From an optimization exercise on the open Yosys and OpenROAD flow, aimed at small area and a short achievable clock period; shortcuts taken in it are not production practice. Only simulation tests tie the RTL to the original design; equivalence was not proved.

==> flow/design.v (excerpt) <==
module fdiv_stream (
    input wire clk,
    input wire rstn,
    input wire in_valid,
    input wire [31:0] in_x1,
    input wire [31:0] in_x2,
    output reg out_valid,
    output reg [31:0] out_y );
==> flow/config.mk <==
export PLATFORM = sky130hd
export DESIGN_NAME = fdiv_stream
export DESIGN_NICKNAME = fdiv_stream
export VERILOG_FILES = /design/flow/design.v
export SDC_FILE = /design/flow/constraint.sdc
export NUM_CORES = 4
export LEC_CHECK = 0
export CAP_MARGIN = 20
export CORE_MARGIN = 2
export CORE_UTILIZATION = 60
export SLEW_MARGIN = 20
==> flow/constraint.sdc <==
create_clock -name core_clock -period 170.0 [get_ports {clk}]
set_input_delay 34.0000 -clock core_clock [delete_from_list [all_inputs] [get_ports {clk}]]
set_output_delay 34.0000 -clock core_clock [all_outputs]
set_load 0.01 [all_outputs]
standard.sh (not shown) runs the stock make flow with config.mk's settings and CLKGATE_MAP_FILE= SYNTH_SCRIPT=/design/flow/synth_recipe.tcl, a recipe that flattens the netlist after the stock synthesis.
==> flow/flow/run.sh <==
#!/bin/bash
# Layout: the standard flow (standard.sh) with these changes.
# 1. Synthesis: Yosys's synth runs with -noabc, which skips only its generic
#    pre-mapping ABC pass, so the adder extraction sees the full adders with
#    the polarity the RTL writes them in instead of wrapped in inverters.
#    The final ABC mapping to the library uses an area-oriented script
#    (abc_area_map.script below: AIG rewriting with dc2/dch and the amap
#    area mapper, then ORFS's usual buffering and sizing steps) instead of
#    ORFS's delay-oriented abc_speed.script; every stage still has slack at
#    the clock period. The registers and the rest of synthesis are standard.
# 2. Port buffers: buffer_ports still buffers every input and output, with
#    sky130_fd_sc_hd__buf_1 instead of the delay cell it picks by default.
# 3. Clock tree: clkbuf_16 buffers, larger sink clusters, no dummy loads.
set -euo pipefail
cat > abc_area_map.script <<'ABC'
strash
dch -f
amap -m -F 2 -A 8
strash
dc2
dch -f
amap -m -F 2 -A 8
strash
dc2
dch -f
amap -m -F 2 -A 8
strash
dc2
dch -f
amap -m -F 2 -A 8
buffer -c
topo
stime -c
upsize -c
dnsize -c
ABC
{
  echo 'proc synth {args} { yosys synth -nofsm -noshare -noabc {*}$args }'
  echo 'proc abc {args} {'
  echo '  set i [lsearch -exact $args -script]'
  echo "  if {\$i >= 0} { lset args [expr {\$i + 1}] $PWD/abc_area_map.script }"
  echo '  yosys abc {*}$args'
  echo '}'
  tail -n +2 synth_recipe.tcl
} > synth_recipe_custom.tcl
head -1 synth_recipe.tcl | grep -q 'proc synth'
bash standard.sh SYNTH_SCRIPT="$PWD/synth_recipe_custom.tcl" \
  "BUFFER_PORTS_ARGS=-buffer_cell sky130_fd_sc_hd__buf_1" \
  "CTS_ARGS=-sink_clustering_enable -repair_clock_nets -buf_list sky130_fd_sc_hd__clkbuf_16 -sink_clustering_size 30 -sink_clustering_max_diameter 120 -dont_use_dummy_load" \
  finish > standard.log 2>&1
The baseline finished clean.
Then changed:
CORE_UTILIZATION = 40   (was 60)
Sequential share of layout area came out lower by 0.29 points; core utilization came out lower by 20 points; non-clock buffer count came out higher by 1; routed wire length came out higher by 0.76%; final area grows by 1.5%.
Then changed:
CORE_UTILIZATION = 60   (was 40)
PLACE_DENSITY = 0.75   (was unset)
After rerunning:
- design area shrinks by about 1.5%
- core utilization grows by 20 points
- wire length shrinks by about 6%
- synthesized area does not change
- global-route usage grows by 9.6 points
Then changed:
--- a/flow/flow/run.sh
+++ b/flow/flow/run.sh
@@ -48,3 +48,3 @@
   "BUFFER_PORTS_ARGS=-buffer_cell sky130_fd_sc_hd__buf_1" \
-  "CTS_ARGS=-sink_clustering_enable -repair_clock_nets -buf_list sky130_fd_sc_hd__clkbuf_16 -sink_clustering_size 30 -sink_clustering_max_diameter 120 -dont_use_dummy_load" \
+  "CTS_ARGS=-sink_clustering_enable -repair_clock_nets -buf_list sky130_fd_sc_hd__clkbuf_16 -sink_clustering_size 30 -sink_clustering_max_diameter 120 -sink_clustering_levels 1 -dont_use_dummy_load" \
   finish > standard.log 2>&1
CORE_UTILIZATION = 40   (was 60)
PLACE_DENSITY = unset   (was 0.75)
Effect:
- The changed run produced a clean layout
- routed wire length goes up by 6.1%
- count of clock-buffer cells in the layout is unchanged
- global-route usage decreases by 9.6 points
- cell area rises by 1.5%
Then changed:
==> flow/flow/run.sh (replaced) <==
#!/bin/bash
# Layout: the standard flow (standard.sh) with three changes.
# 1. Synthesis: Yosys's synth runs with -noabc, which skips only its generic
#    pre-mapping ABC pass, so the adder extraction sees the full adders with
#    the polarity the RTL writes them in instead of wrapped in inverters. The
#    final ABC mapping, the registers and the rest of synthesis are standard.
# 2. Port buffers: buffer_ports still buffers every input and output, with
#    sky130_fd_sc_hd__buf_1 instead of the delay cell it picks by default.
# 3. Clock tree: smaller buffers and no dummy loads.
set -euo pipefail
sed 's/yosys synth -nofsm -noshare /yosys synth -nofsm -noshare -noabc /' synth_recipe.tcl > synth_recipe_noabc.tcl
grep -q -- '-noabc' synth_recipe_noabc.tcl
bash standard.sh SYNTH_SCRIPT="$PWD/synth_recipe_noabc.tcl" \
  "BUFFER_PORTS_ARGS=-buffer_cell sky130_fd_sc_hd__buf_1" \
  "CTS_ARGS=-sink_clustering_enable -repair_clock_nets -buf_list sky130_fd_sc_hd__clkbuf_16 -sink_clustering_size 18 -sink_clustering_max_diameter 80 -dont_use_dummy_load" \
  finish > standard.log 2>&1
What happened: Cell area grows by 11%; utilization shrinks by 0.39 points; sequential share of layout area shrinks by 1.9 points; maximum frequency hardly moves.
Then changed:
==> flow/flow/run.sh (replaced) <==
#!/bin/bash
# Layout: the standard flow (standard.sh) with these changes.
# 1. Synthesis: Yosys's synth runs with -noabc, which skips only its generic
#    pre-mapping ABC pass, so the adder extraction sees the full adders with
#    the polarity the RTL writes them in instead of wrapped in inverters.
#    The final ABC mapping to the library uses an area-oriented script
#    (abc_area_map.script below: AIG rewriting with dc2/dch and the amap
#    area mapper, then ORFS's usual buffering and sizing steps) instead of
#    ORFS's delay-oriented abc_speed.script; every stage still has slack at
#    the clock period. The registers and the rest of synthesis are standard.
# 2. Port buffers: buffer_ports still buffers every input and output, with
#    sky130_fd_sc_hd__buf_1 instead of the delay cell it picks by default.
# 3. Clock tree: clkbuf_16 buffers, larger sink clusters, no dummy loads.
set -euo pipefail
cat > abc_area_map.script <<'ABC'
strash
dch -f
amap -m -F 2 -A 8
strash
dc2
dch -f
amap -m -F 2 -A 8
strash
dc2
dch -f
amap -m -F 2 -A 8
strash
dc2
dch -f
amap -m -F 2 -A 8
buffer -c
topo
stime -c
upsize -c
dnsize -c
ABC
{
  echo 'proc synth {args} { yosys synth -nofsm -noshare -noabc {*}$args }'
  echo 'proc abc {args} {'
  echo '  set i [lsearch -exact $args -script]'
  echo "  if {\$i >= 0} { lset args [expr {\$i + 1}] $PWD/abc_area_map.script }"
  echo '  yosys abc {*}$args'
  echo '}'
  tail -n +2 synth_recipe.tcl
} > synth_recipe_custom.tcl
head -1 synth_recipe.tcl | grep -q 'proc synth'
bash standard.sh SYNTH_SCRIPT="$PWD/synth_recipe_custom.tcl" \
  "BUFFER_PORTS_ARGS=-buffer_cell sky130_fd_sc_hd__buf_1" \
  "CTS_ARGS=-sink_clustering_enable -repair_clock_nets -buf_list sky130_fd_sc_hd__clkbuf_16 -sink_clustering_size 18 -sink_clustering_max_diameter 80 -dont_use_dummy_load" \
  finish > standard.log 2>&1
Outcome: Global-route usage rises by 1.7 points. Count of clock-buffer cells in the layout does not change. Setup slack gets worse by 35 ps.

## static timing again, ports no longer ideal
Ports are ideal in the flow. The routed layouts listed here were re-timed in OpenROAD. Step 1, drivers: a clkbuf_16 drives clk and a buf_2 each remaining input, both assumed. Step 2 times the ports against the registers' clock, not the clock port: input delays grow and output delays shrink by t, the midpoint of the rising clock arrivals with the driver on. Three values: no drivers, after step 1, after step 2; two values: the first two.
run | shift t [ns] | setup WS [ns] | hold slack, ns | latest minus earliest clock arrival (ns) | worst register clock-pin slew, ns
the first run | 0.555 | 134.971 / 134.908 / 135.463 | 0.248 / 0.248 / 0.248 | 0.094 / 0.094 | 0.11 / 0.11
the second run | 0.564 | 134.952 / 134.894 / 135.457 | 0.326 / 0.326 / 0.326 | 0.083 / 0.083 | 0.11 / 0.11
the third run | 0.559 | 134.966 / 134.908 / 135.346 | 0.333 / 0.333 / 0.333 | 0.062 / 0.063 | 0.11 / 0.11
the fourth run | 0.564 | 134.952 / 134.894 / 135.457 | 0.326 / 0.326 / 0.326 | 0.083 / 0.083 | 0.11 / 0.11
the fifth run | 0.645 | 134.952 / 134.883 / 135.528 | 0.327 / 0.327 / 0.327 | 0.068 / 0.069 | 0.08 / 0.08
the sixth run | 0.621 | 134.917 / 134.857 / 135.478 | 0.268 / 0.268 / 0.268 | 0.089 / 0.089 | 0.08 / 0.08
After both steps setup and hold are still met in every run listed.
